This is an optimization exercise on Yosys and OpenROAD, whose aim is small area and a short achievable clock period, not a production implementation. RTL that was checked went through simulation tests only; none was proved equivalent to the original. Power is estimated from default activity; no workload was simulated.

## dualPortRAM
module dualPortRAM(clk,rst,wr_en,rd_en,din,wr_add,rd_add,dout);
	input clk,rst;
	input wr_en, rd_en;
	input [5:0] wr_add,rd_add;
	input [7:0] din;
	output reg [7:0] dout;
	reg [7:0] ram [63:0];
	reg [63:0] valid;
	wire [5:0] wa_n, ra_n;
	wire [11:0] wa = {wa_n, wr_add};
	wire [11:0] ra = {ra_n, rd_add};
	reg [7:0] dout_n;
	wire [7:0] whi_n, wlo_n;
	wire [63:0] we;
	wire [7:0] rhi, rlo;
	wire [63:0] rsel;
	genvar g, b, t;
	generate
		for (g = 0; g < 6; g = g + 1) begin : inv
			dp_inv u_wa (.a(wr_add[g]), .y(wa_n[g]));
			dp_inv u_ra (.a(rd_add[g]), .y(ra_n[g]));
		end
		for (g = 0; g < 8; g = g + 1) begin : pre
			dp_nand4 u_whi (.a(wr_en), .b(wa[5 + 6*(1-g/4)]), .c(wa[4 + 6*(1-(g/2)%2)]),
			                .d(wa[3 + 6*(1-g%2)]), .y(whi_n[g]));
			dp_nand3 u_wlo (.a(wa[2 + 6*(1-g/4)]), .b(wa[1 + 6*(1-(g/2)%2)]),
			                .c(wa[0 + 6*(1-g%2)]), .y(wlo_n[g]));
			dp_and4 u_rhi (.a(rd_en), .b(ra[5 + 6*(1-g/4)]), .c(ra[4 + 6*(1-(g/2)%2)]),
			               .d(ra[3 + 6*(1-g%2)]), .y(rhi[g]));
			dp_and3 u_rlo (.a(ra[2 + 6*(1-g/4)]), .b(ra[1 + 6*(1-(g/2)%2)]),
			               .c(ra[0 + 6*(1-g%2)]), .y(rlo[g]));
		end
		for (g = 0; g < 64; g = g + 1) begin : row
			dp_nor2 u_we (.a(whi_n[g/8]), .b(wlo_n[g%8]), .y(we[g]));
			dp_and3 u_rs (.a(rhi[g/8]), .b(rlo[g%8]), .c(valid[g]), .y(rsel[g]));
			always @(posedge clk)
				if (we[g]) ram[g] <= din;
			always @(posedge clk or posedge rst)
				if (rst) valid[g] <= 1'b0;
				else valid[g] <= valid[g] | we[g];
		end
	endgenerate
	wire [7:0] rdata, rdata_n;
	generate
		for (b = 0; b < 8; b = b + 1) begin : col
			wire [63:0] d;
			wire [7:0] o;
			for (t = 0; t < 64; t = t + 1) begin : dd
				assign d[t] = ram[t][b];
			end
			for (t = 0; t < 8; t = t + 1) begin : grp
				dp_or8 u (.s(rsel[8*t+7:8*t]), .d(d[8*t+7:8*t]), .y(o[t]));
			end
			dp_fin u_f (.o(o), .rd_en(rd_en), .qn(dout_n[b]), .y(rdata[b]), .yn(rdata_n[b]));
		end
	endgenerate
	always @(posedge clk or posedge rst)
		if (rst) begin
			dout <= 8'd0;
			dout_n <= 8'hff;
  ...
export LEC_CHECK = 0
export CAP_MARGIN = 20
export CORE_MARGIN = 2
export CORE_UTILIZATION = 70
export CTS_CLUSTER_DIAMETER = 80
export CTS_CLUSTER_SIZE = 24
export SETUP_SLACK_MARGIN = 1.65
export SLEW_MARGIN = 20
export SYNTH_HIERARCHICAL = 1
create_clock -name core_clock -period 3.6 [get_ports {clk}]
standard.sh (not shown) runs the stock make flow with config.mk's settings and CLKGATE_MAP_FILE= SYNTH_SCRIPT=/design/flow/synth_recipe.tcl, a recipe that flattens the netlist after the stock synthesis.
==> flow/flow/run.sh <==
#!/bin/bash
# Standard ORFS layout (the standard.sh), with these changes after synthesis:
#  - ports are buffered with buf_4 instead of the default delay-type buffer
#  - delay cells (clkdlybuf4s*, dlygate4sd*, dlymetal6s*) are not used
#  - repair_timing may change a cell's footprint
#  - after floorplan, flow/size.tcl sets the drive strength of the decoder gates
set -euo pipefail
PLATFORM_DONT_USE="sky130_fd_sc_hd__probe_p_8 sky130_fd_sc_hd__probec_p_8 sky130_fd_sc_hd__lpflow_bleeder_1 sky130_fd_sc_hd__lpflow_clkbufkapwr_1 sky130_fd_sc_hd__lpflow_clkbufkapwr_16 sky130_fd_sc_hd__lpflow_clkbufkapwr_2 sky130_fd_sc_hd__lpflow_clkbufkapwr_4 sky130_fd_sc_hd__lpflow_clkbufkapwr_8 sky130_fd_sc_hd__lpflow_clkinvkapwr_1 sky130_fd_sc_hd__lpflow_clkinvkapwr_16 sky130_fd_sc_hd__lpflow_clkinvkapwr_2 sky130_fd_sc_hd__lpflow_clkinvkapwr_4 sky130_fd_sc_hd__lpflow_clkinvkapwr_8 sky130_fd_sc_hd__lpflow_decapkapwr_12 sky130_fd_sc_hd__lpflow_decapkapwr_3 sky130_fd_sc_hd__lpflow_decapkapwr_4 sky130_fd_sc_hd__lpflow_decapkapwr_6 sky130_fd_sc_hd__lpflow_decapkapwr_8 sky130_fd_sc_hd__lpflow_inputiso0n_1 sky130_fd_sc_hd__lpflow_inputiso0p_1 sky130_fd_sc_hd__lpflow_inputiso1n_1 sky130_fd_sc_hd__lpflow_inputiso1p_1 sky130_fd_sc_hd__lpflow_inputisolatch_1 sky130_fd_sc_hd__lpflow_isobufsrc_1 sky130_fd_sc_hd__lpflow_isobufsrc_16 sky130_fd_sc_hd__lpflow_isobufsrc_2 sky130_fd_sc_hd__lpflow_isobufsrc_4 sky130_fd_sc_hd__lpflow_isobufsrc_8 sky130_fd_sc_hd__lpflow_isobufsrckapwr_16 sky130_fd_sc_hd__lpflow_lsbuf_lh_hl_isowell_tap_1 sky130_fd_sc_hd__lpflow_lsbuf_lh_hl_isowell_tap_2 sky130_fd_sc_hd__lpflow_lsbuf_lh_hl_isowell_tap_4 sky130_fd_sc_hd__lpflow_lsbuf_lh_isowell_4 sky130_fd_sc_hd__lpflow_lsbuf_lh_isowell_tap_1 sky130_fd_sc_hd__lpflow_lsbuf_lh_isowell_tap_2 sky130_fd_sc_hd__lpflow_lsbuf_lh_isowell_tap_4 "
EXTRA_DONT_USE="sky130_fd_sc_hd__clkdlybuf4s15_1 sky130_fd_sc_hd__clkdlybuf4s15_2 sky130_fd_sc_hd__clkdlybuf4s18_1 sky130_fd_sc_hd__clkdlybuf4s18_2 sky130_fd_sc_hd__clkdlybuf4s25_1 sky130_fd_sc_hd__clkdlybuf4s25_2 sky130_fd_sc_hd__clkdlybuf4s50_1 sky130_fd_sc_hd__clkdlybuf4s50_2 sky130_fd_sc_hd__dlygate4sd1_1 sky130_fd_sc_hd__dlygate4sd2_1 sky130_fd_sc_hd__dlygate4sd3_1 sky130_fd_sc_hd__dlymetal6s2s_1 sky130_fd_sc_hd__dlymetal6s4s_1 sky130_fd_sc_hd__dlymetal6s6s_1"
bash standard.sh synth > synth.log 2>&1
bash standard.sh DONT_USE_CELLS="$PLATFORM_DONT_USE $EXTRA_DONT_USE" \
  BUFFER_PORTS_ARGS="-buffer_cell sky130_fd_sc_hd__buf_4" \
  MATCH_CELL_FOOTPRINT=0 POST_FLOORPLAN_TCL="$PWD/flow/size.tcl" finish > layout.log 2>&1
==> flow/flow/size.tcl <==
# Size the decoder and select drivers by the nets they drive. The names come
# from the hierarchy of rtl/dualPortRAM.v (instance.port of each gate module).
proc my_size_drivers {pattern drive} {
  set block [ord::get_db_block]
  set db [ord::get_db]
  set n 0
  foreach net [$block getNets] {
    set nm [string map {"\\" ""} [$net getName]]
    if {![string match $pattern $nm]} { continue }
    foreach it [$net getITerms] {
      if {![$it isOutputSignal]} { continue }
      set inst [$it getInst]
      set master [[$inst getMaster] getName]
      if {![regsub {_[0-9]+$} $master "_$drive" new]} { continue }
      if {$new eq $master} { continue }
      set m [$db findMaster $new]
      if {$m eq "NULL" || $m eq ""} { puts "size: no $new"; continue }
      $inst swapMaster $m
      incr n
    }
  }
  puts "size: $pattern -> _$drive: $n cells"
}
my_size_drivers {inv\[*\].u_wa.y} 4
my_size_drivers {inv\[*\].u_ra.y} 2
my_size_drivers {pre\[*\].u_whi.y} 4
my_size_drivers {pre\[*\].u_wlo.y} 4
my_size_drivers {pre\[*\].u_rhi.y} 4
my_size_drivers {pre\[*\].u_rlo.y} 4
my_size_drivers {row\[*\].u_we.y} 2
my_size_drivers {row\[*\].u_rs.y} 4
Edit:
--- a/flow/config.mk
+++ b/flow/config.mk
@@ -9,6 +9,6 @@
 export CORE_MARGIN = 2
-export CORE_UTILIZATION = 70
+export CORE_UTILIZATION = 76
 export CTS_CLUSTER_DIAMETER = 80
 export CTS_CLUSTER_SIZE = 24
-export SETUP_SLACK_MARGIN = 1.65
+export SETUP_SLACK_MARGIN = 1.8
 export SLEW_MARGIN = 20
Outcome: Hold slack gets better by 0.11 ns; power is about the same; clock-buffer cell count does not change; die area is lower by 7.7%; utilization is higher by 8.1 points.
Edit:
--- a/flow/flow/size.tcl
+++ b/flow/flow/size.tcl
@@ -25,7 +25,7 @@
 my_size_drivers {inv\[*\].u_ra.y} 2
-my_size_drivers {pre\[*\].u_whi.y} 4
-my_size_drivers {pre\[*\].u_wlo.y} 4
-my_size_drivers {pre\[*\].u_rhi.y} 4
-my_size_drivers {pre\[*\].u_rlo.y} 4
+my_size_drivers {pre\[*\].u_whi.y} 2
+my_size_drivers {pre\[*\].u_wlo.y} 2
+my_size_drivers {pre\[*\].u_rhi.y} 2
+my_size_drivers {pre\[*\].u_rlo.y} 2
 my_size_drivers {row\[*\].u_we.y} 2
-my_size_drivers {row\[*\].u_rs.y} 4
+my_size_drivers {row\[*\].u_rs.y} 2
--- a/flow/config.mk
+++ b/flow/config.mk
@@ -9,3 +9,3 @@
 export CORE_MARGIN = 2
-export CORE_UTILIZATION = 76
+export CORE_UTILIZATION = 70
 export CTS_CLUSTER_DIAMETER = 80
Outcome: The changed run completed without violations; non-clock buffer count fell by 13; sequential cell count stays the same; core utilization fell by 6.9 points.
Edit:
--- a/flow/flow/size.tcl
+++ b/flow/flow/size.tcl
@@ -25,7 +25,7 @@
 my_size_drivers {inv\[*\].u_ra.y} 2
-my_size_drivers {pre\[*\].u_whi.y} 2
-my_size_drivers {pre\[*\].u_wlo.y} 2
-my_size_drivers {pre\[*\].u_rhi.y} 2
-my_size_drivers {pre\[*\].u_rlo.y} 2
+my_size_drivers {pre\[*\].u_whi.y} 4
+my_size_drivers {pre\[*\].u_wlo.y} 4
+my_size_drivers {pre\[*\].u_rhi.y} 4
+my_size_drivers {pre\[*\].u_rlo.y} 4
 my_size_drivers {row\[*\].u_we.y} 2
-my_size_drivers {row\[*\].u_rs.y} 2
+my_size_drivers {row\[*\].u_rs.y} 4
After rerunning: Via count went up by 1.3%. Cell count is about the same. Non-clock buffer count drops by 5. Synthesized area stays the same. Routed wire length went up by 2.1%. Cell area decreases by 0.42%. Register-to-register slack improved by 0.04 ns. Worst hold slack improves by 0.067 ns. Sequential share of layout area rises by 0.30 points. Critical path depth shrinks by 8. Count of clock-buffer cells in the layout stays the same.

---

== onyx ==
Another version of the RTL of dualPortRAM (not shown whole).
Size: roughly 1,100 cells after synthesis, ~580 flip-flops, roughly 32 I/O pins, ~21,000 sq um of cells after synthesis.
make LEC_CHECK=0 CAP_MARGIN=20 CORE_MARGIN=2 CORE_UTILIZATION=40 SETUP_SLACK_MARGIN=1.5 SLEW_MARGIN=20 SYNTH_HIERARCHICAL=1 finish   # period 3.6 ns
run.sh (not shown) runs the stock make flow with config.mk's settings and CLKGATE_MAP_FILE= SYNTH_SCRIPT=/design/flow/synth_recipe.tcl, a recipe that flattens the netlist after the stock synthesis.
Stock flow here: none of the scripts above is used.
### onyx -> maple
- removing SETUP_SLACK_MARGIN (formerly 1.5)
==> summary.txt <==
- Every run in the comparison, maple and onyx, completed the flow with a clean layout.
- Register area across maple and onyx: no real change.
- Row worst-case setup margin in the final layout: maple lower / onyx higher
- maple vs onyx: wire length reported by the detailed router down
- maple vs onyx, count of antenna diodes in the layout went down by 1.
- The via count in maple was lower than what onyx gave.
- Compared with onyx, in maple worst hold margin went up by 120 ps; power has increased; maximum VDD drop picked up an extra about 4%.
- maple has number of clock buffers in the layout below what onyx had.
- Of the two values seen for worst-path cell with the longest stage delay, sky130_fd_sc_hd__a222oi_1 was produced by onyx and sky130_fd_sc_hd__clkdlybuf4s50_1 by maple.
Edits applied to the flow inputs when going from maple to pepper:
- SETUP_SLACK_MARGIN: unset -> 1.5
- CTS_BUF_LIST: unset -> sky130_fd_sc_hd__clkbuf_4 sky130_fd_sc_hd__clkbuf_8
Findings:
pepper ended up with a higher number of optimization iterations in the first detailed-route pass than maple did. Delta (pepper minus maple): global-route wire length before repair now sits higher, post-route fraction of the period consumed by the critical path moved down, final cell count moved up. Number of clock buffers in the layout (lower): maple. Per the comparison of pepper with maple, headroom to the max-slew limit saw a decrease, worst setup slack saw an increase, cell area saw an increase. Comparing maple and pepper, the lower routed wire length was measured on maple.
No functional check of the RTL was part of any run of this note.

---

dualPortRAM, a different RTL version from the one above (not shown whole).
Size: roughly 1200 cells after synthesis, roughly 32 I/O pins, ~21000 µm² of cells after synthesis.
Settings: LEC_CHECK=0, CAP_MARGIN=20, CORE_MARGIN=2, CORE_UTILIZATION=70, CTS_CLUSTER_DIAMETER=80, CTS_CLUSTER_SIZE=24, SETUP_SLACK_MARGIN=1.8, SLEW_MARGIN=20, SYNTH_HIERARCHICAL=1; clock period 3.6 ns.
standard.sh (not shown) runs the stock make flow with config.mk's settings and CLKGATE_MAP_FILE= SYNTH_SCRIPT=/design/flow/synth_recipe.tcl, a recipe that flattens the netlist after the stock synthesis.
==> flow/flow/size.tcl <==
# Size the decoder and select drivers by the nets they drive. The names come
# from the hierarchy of rtl/dualPortRAM.v (instance.port of each gate module).
proc my_size_drivers {pattern drive} {
  set block [ord::get_db_block]
  set db [ord::get_db]
  set n 0
  foreach net [$block getNets] {
    set nm [string map {"\\" ""} [$net getName]]
    if {![string match $pattern $nm]} { continue }
    foreach it [$net getITerms] {
      if {![$it isOutputSignal]} { continue }
      set inst [$it getInst]
      set master [[$inst getMaster] getName]
      if {![regsub {_[0-9]+$} $master "_$drive" new]} { continue }
      if {$new eq $master} { continue }
      set m [$db findMaster $new]
      if {$m eq "NULL" || $m eq ""} { puts "size: no $new"; continue }
      $inst swapMaster $m
      incr n
    }
  }
  puts "size: $pattern -> _$drive: $n cells"
}
my_size_drivers {inv\[*\].u_wa.y} 4
my_size_drivers {inv\[*\].u_ra.y} 2
my_size_drivers {pre\[*\].u_whi.y} 4
my_size_drivers {pre\[*\].u_wlo.y} 4
my_size_drivers {pre\[*\].u_rhi.y} 4
my_size_drivers {pre\[*\].u_rlo.y} 4
my_size_drivers {row\[*\].u_we.y} 2
my_size_drivers {row\[*\].u_rs.y} 2
Scripts as last shown in full above: flow/flow/run.sh
Edit:
--- a/flow/flow/run.sh
+++ b/flow/flow/run.sh
@@ -6,2 +6,3 @@
 #  - after floorplan, flow/size.tcl sets the drive strength of the decoder gates
+#  - clock tree: clusters of at most 18 sinks driven by clkbuf_8, no dummy loads
 set -euo pipefail
@@ -12,2 +13,4 @@
   BUFFER_PORTS_ARGS="-buffer_cell sky130_fd_sc_hd__buf_4" \
-  MATCH_CELL_FOOTPRINT=0 POST_FLOORPLAN_TCL="$PWD/flow/size.tcl" finish > layout.log 2>&1
+  MATCH_CELL_FOOTPRINT=0 \
+  CTS_ARGS="-sink_clustering_enable -repair_clock_nets -sink_clustering_size 18 -sink_clustering_max_diameter 60 -sink_clustering_buffer sky130_fd_sc_hd__clkbuf_8 -buf_list {sky130_fd_sc_hd__clkbuf_8 sky130_fd_sc_hd__clkbuf_16} -dont_use_dummy_load" \
+  POST_FLOORPLAN_TCL="$PWD/flow/size.tcl" finish > layout.log 2>&1
--- a/flow/flow/size.tcl
+++ b/flow/flow/size.tcl
@@ -30,2 +30,2 @@
 my_size_drivers {row\[*\].u_we.y} 2
-my_size_drivers {row\[*\].u_rs.y} 2
+my_size_drivers {row\[*\].u_rs.y} 4
CTS_CLUSTER_DIAMETER = not set   (was 80)
CTS_CLUSTER_SIZE = not set   (was 24)
=> Count of clock-buffer cells in the layout shrinks by 11. Hold slack gains 0.19 ns. Wire length shrinks by a few percent. Register-to-register slack gains 0.03 ns. Combinational power shrinks slightly. Clock skew grows by 0.0087 ns. Clock power shrinks by about a fifth. Design area shrinks slightly. Non-clock buffer count grows by 2.
No functional check of the RTL was part of any run of this note.

[re-timing with driven ports]
The results above use ideal ports. As a check the final layouts listed here were re-extracted and re-timed, cells and wires unchanged. Step 1 sets driving cells, clkbuf_16 on the clock port and buf_2 on the other inputs (assumed; they add their load-dependent delay and slew). Step 2 times the ports against the registers' clock, not the clock port: input delays grow and output delays shrink by t, the midpoint of the rising clock arrivals with the driver on. a / b / c = no drivers / after step 1 / after step 2; a / b = the first two.
run | shift t [ns] | setup WS [ns] | worst setup path after step 2 | pins driven straight from the clock port
the first run of note 1 | 0.633 | 1.616 / 1.573 / 0.940 | input to register | 1
the second run of note 1 | 0.625 | 1.679 / 1.632 / 1.025 | input to register | 1
the third run of note 1 | 0.633 | 1.672 / 1.664 / 1.031 | input to register | 1
the fourth run of note 1 | 0.641 | 1.707 / 1.653 / 1.046 | input to register | 1
onyx | 0.648 | 1.246 / 1.181 / 0.533 | input to register | 1
maple | 0.659 | 0.388 / 0.414 / -0.245 | input to register | 1
pepper | 0.732 | 1.323 / 1.259 / 0.527 | input to register | 1
the first run of note 3 | 0.627 | 1.698 / 1.653 / 1.043 | input to register | 1
the second run of note 3 | 0.557 | 1.642 / 1.619 / 1.062 | input to register | 1
With both steps, setup timing fails in maple, where it was met with ideal ports. The setup slack of pepper, which loses most, moves by -0.064 ns with the drivers and by -0.796 ns with both steps.
